This design comes from an exercise in tuning for small area, a short achievable clock period and few clock cycles on the open sky130 flow, not from production work. The RTL was checked by simulation tests, not by an equivalence proof against the original design.

## flow/design.v (module list and top-level ports; edited modules follow where they fit)
// module mult_fa: 4 lines
// module mult_ha: 4 lines
// module mult: 6099 lines
module mult(input clock, reset, nuke,
            input [63:0] mcand, mplier,
            input start,
            output [63:0] product,
            output done);
  // ...
==> flow/run.sh <==
#!/bin/bash
# synth_recipe.tcl (not shown) runs the flow's synth.tcl, then flattens the netlist and writes it again
# the make line also repeats each setting of config.mk as NAME=value (left out here)
make -C /OpenROAD-flow-scripts/flow DESIGN_CONFIG=/design/flow/config.mk WORK_HOME=/design/flow/orfs CLKGATE_MAP_FILE= SYNTH_SCRIPT=/design/flow/synth_recipe.tcl finish
==> flow/config.mk <==
export PLATFORM = sky130hd
export DESIGN_NAME = mult
export DESIGN_NICKNAME = mult
export VERILOG_FILES = /design/flow/design.v
export SDC_FILE = /design/flow/constraint.sdc
export NUM_CORES = 4
export LEC_CHECK = 0
export ABC_AREA = 1
export CAP_MARGIN = 20
export CORE_MARGIN = 2
export CORE_UTILIZATION = 55
export SETUP_SLACK_MARGIN = 3.0
export SLEW_MARGIN = 20
export SYNTH_HIERARCHICAL = 1
==> flow/constraint.sdc <==
create_clock -name core_clock -period 7.0 [get_ports {clock}]
set_input_delay 1.4000 -clock core_clock [delete_from_list [all_inputs] [get_ports {clock}]]
set_output_delay 1.4000 -clock core_clock [all_outputs]
set_load 0.01 [all_outputs]
==> impl_metrics.env, run 1 <==
export IMPL_slowest_delay_ns=0.76
export IMPL_r2r_slack_ns=3.00
export IMPL_dr_total_vias=45600
export IMPL_routed_wl_um=226000
export IMPL_fmax_ghz=0.250
export IMPL_dieArea_sq_mm=0.100
export IMPL_diodes=1
export IMPL_place_area_sq_mm=0.0562
export IMPL_status="timing/DRC/antenna clean"
export IMPL_max_cap_viol_count=0
export IMPL_multi_input_area_share=0.694
export IMPL_layout_cells_non_filler=6744
export IMPL_antenna_left=0
export IMPL_ys_warn_count=7
export IMPL_gp_congestion=0.987
export IMPL_grt_use_met2=0.658
export IMPL_synthAdderAreaFrac=0.374
export IMPL_synth_xor_area_frac=0.178
export IMPL_placedCellCount=6630
export IMPL_yosys_area_share_simple=0.0682
export IMPL_clkbuf_count=72
export IMPL_first_pass_iters=8
export IMPL_worstHoldPathCells=2
export IMPL_synth_compound_area_frac=0.125
Testbench counts, summed over its fixed seeds: cycles 3,864.
==> run 2: changes to the inputs <==
--- a/flow/config.mk
+++ b/flow/config.mk
@@ -9,5 +9,5 @@
 export CAP_MARGIN = 20
 export CORE_MARGIN = 2
-export CORE_UTILIZATION = 55
+export CORE_UTILIZATION = 40
 export SETUP_SLACK_MARGIN = 3.0
 export SLEW_MARGIN = 20
==> run 2 against run 1 <==
  * Critical path depth up 2
  * Die area rose by 37%
  * Count of clock-buffer cells in the layout rose by 3
  * Sequential cell count is the same
  * Clock skew down 0.0093 ns
  * Highest routed layer unchanged
==> impl_metrics.env, run 2 <==
export IMPL_status="timing/DRC/antenna clean"
export IMPL_synthFlopType="dfxtp_1"
export IMPL_hold_path_startpoint="valid[0]"
export IMPL_r2r_slack_ns=2.97
export IMPL_grt_first_pass_wirelength_um=335000
export IMPL_layout_cells_non_filler=7248
export IMPL_synth_nets=6745
export IMPL_period_share=0.575
export IMPL_worstHoldPathCells=2
export IMPL_synthesis_area_sq_mm=0.0539
export IMPL_drc=0
export IMPL_layout_commonest_cell="xor2_1"
export IMPL_setup_viol=0
export IMPL_netlist_instances=5562
export IMPL_n_fill_cell=12600
export IMPL_layout_common_cells="1,056 x xor2_1, 1,022 x o22ai_1, 925 x fa_1, 579 x nand2_1, 461 x dfxtp_1"
export IMPL_dp_hpwl_um=147000
export IMPL_ys_ff_latch=483
export IMPL_synth_top_area_share=0.347
export IMPL_placedCellCount=7122
export IMPL_synth_yosys_seq_area_share=0.180
export IMPL_drive_above_1_share=0.0825
export IMPL_timing_rr_start="e_mcand_18"
export IMPL_fin_crit_ns=4.03
export IMPL_ys_top_cells_by_area="fa_1 35%, dfxtp_1 18%, xor2_1 17%, o22ai_1 12%, nand2_1 4.0%"
export IMPL_async_reset_ff_frac=0
export IMPL_max_slew_margin=0.176
export IMPL_synth_top_cell_by_area="fa_1"
export IMPL_initial_core_util=0.403
export IMPL_clk_insertion_delay_late_ns=0.70
export IMPL_dieArea_sq_mm=0.138
export IMPL_seqCellArea_sq_mm=0.00972
export IMPL_reg2reg_depth=8
export IMPL_antenna_left=0
export IMPL_ys_warn_count=7
export IMPL_max_cap_viol_count=0
export IMPL_first_pass_iters=9
export IMPL_cts_tree="done"
export IMPL_ioPinCount=197
export IMPL_regMostFlops="product_r"
export IMPL_path_class="flop to flop"
export IMPL_required_ns=7.55
export IMPL_nets=6609
export IMPL_avgSynthCellArea_sq_um=9.68
export IMPL_clock_sinks=483
export IMPL_synth_most_common_cell="xor2_1"
export IMPL_hold_violations=0
export IMPL_cp_max_fo=28
export IMPL_timing_rr_end="t1_s2419"
export IMPL_hp_class="flop to flop"
export IMPL_ys_types=34
export IMPL_tightest_slew_ns=1.24
export IMPL_track_usage=0.336
export IMPL_cts_root_buffer="clkbuf_16"
export IMPL_hold_ws_ns=0.408
export IMPL_detail_route_wl_per_cell_um=32.2
export IMPL_grt_ovfl_total=0
export IMPL_end_kind="flop"
export IMPL_antenna_found_initial=6
export IMPL_vias_per_cell=6.34
export IMPL_fp_dieW_um=371
export IMPL_std_cell_rows=134
export IMPL_synth_edf_count=0
export IMPL_syn2layout_area_growth_pct=10.4
export IMPL_grt_pass1_vias=48300
export IMPL_cts_max_level=2
export IMPL_finalMaxSlewViolations=0
export IMPL_rsz0062_at_grt="yes"
export IMPL_fmax_ghz=0.248
export IMPL_finClkSkew_ns=0.0335
export IMPL_startpoint="e_mcand_18"
export IMPL_synth_commonest_cells="1,056 x xor2_1, 1,022 x o22ai_1, 934 x fa_1, 581 x nand2_1, 483 x dfxtp_1"
export IMPL_routed_wl_um=233000
export IMPL_hold_end="valid[1]"
export IMPL_clkTransAtPathRegs_ns=0.06
export IMPL_io_buffers=196
export IMPL_clockBufferDepth=3
export IMPL_critPathLaunchType="flop"
export IMPL_drt_iter0_markers=5857
export IMPL_fp_dieH_um=371
export IMPL_multi_input_area_sq_mm=0.0407
export IMPL_crit_arrival_ns=4.58
export IMPL_reg_top3="product_r x64, valid x3"
export IMPL_gp_congestion=0.988
export IMPL_coreArea_sq_mm=0.134
export IMPL_fin_tns_setup_ns=0
export IMPL_largest_register_ffs=64
export IMPL_cts_made_buffers=61
export IMPL_grt_max_degree=64
export IMPL_dr_total_vias=45900
-- run 2: worst max path at each step --
stage | cells after the start | endpoint
5_1_grt | 15 | product_r[55]
3_5_place_dp | 13 | product_r[62]
2_1_floorplan | 12 | product_r[60]
3_3_place_gp | 13 | product_r[62]
4_1_cts | 14 | product_r[62]
6_report | 8 | t1_s2419
-- run 2: cell families (layout without fill, tap and decap cells) --
| group | Yosys count | count (layout) | share of synthesized area |
|---|---|---|---|
| other | 0 | 1 | 0 |
| AND/OR/NAND/NOR | 880 | 880 | 0.0682 |
| adder cells (fa/ha/maj) | 1051 | 1051 | 0.374 |
| multiplexers | 31 | 31 | 0.00648 |
| flip-flops | 483 | 483 | 0.180 |
| XOR/XNOR | 1091 | 1091 | 0.178 |
| AO/OA/AOI/OAI | 1081 | 1081 | 0.125 |
| buffers and inverters | 945 | 862 | 0.0687 |
-- run 2: through the flow --
stage	util	area [sq um]	worst slack [ns]
5_1_grt	0.445	59500	2.96
3_3_place_gp	0.425	56800	2.67
4_1_cts	0.443	59100	2.94
6_report	0.445	59500	2.97
3_5_place_dp	0.425	56800	2.68
2_1_floorplan	-	53900	3.63
-- run 2: cell type report --
cell class | instances | area share
Inverter | 447 | 0.0294
Clock buffer | 75 | 0.0286
Tap cell | 1768 | 0.0372
Multi-Input combinational cell | 4134 | 0.685
Sequential cell | 483 | 0.163
Timing Repair Buffer | 299 | 0.0480
Antenna cell | 1 | 0.0000421
Clock inverter | 41 | 0.00860
-- run 2: layer usage --
layer | vias up | track usage | wire length [um]
li1 | 18000 | - | -
met1 | 22300 | 0.409 | 82500
met2 | 4303 | 0.488 | 95600
met3 | 1357 | 0.147 | 36600
met4 | 10 | 0.209 | 18300
met5 | - | 0 | 201
-- run 2: repair_timing --
item                                    CTS  global route
setup buffers                             2             7
endpoints found under the setup margin  133           140
resized for setup                        30            58
hold buffers                              0             0
pin swaps                                 0             4
-- run 2: worst max-delay path, stage by stage, from the launching register on --
cell and delay (ns):
dfxtp_1 0.31, inv_2 0.55, buf_6 0.48, o22ai_1 0.17, xor2_1 0.23, fa_1 0.57, fa_1 0.53, fa_1 0.59
fa_1 0.42
-- run 2: Yosys stat by module (local to each module, per instance) --
module   cells inside  times used  flip-flops and latches
mult             4570           1                     483
mult_ha             1          58                       0
mult_fa             1         934                       0

==> re-timing with driven ports <==
In the flow no input, the clock included, has a driving cell. The finished layouts below were timed again as built, in two steps. Step 1 sets driving cells, clkbuf_16 on the clock port and buf_2 on the other inputs (assumed; they add their load-dependent delay and slew). Step 2 also shifts input and output timing later by t, the mid clock arrival at the registers, as if the neighbouring blocks saw the same clock. Slacks: no drivers / after step 1 / after step 2; pairs: no drivers / after step 1.
run	shift t [ns]	setup slack, ns	hold WS [ns]	clock arrival spread, ns	pins driven straight from the clock port
run 1	0.768	2.999 / 2.999 / 2.999	0.413 / 0.413 / 0.413	0.043 / 0.043	1
run 2	0.764	2.974 / 2.974 / 2.974	0.408 / 0.408 / 0.408	0.038 / 0.037	1
After both steps setup and hold are still met in every run listed.
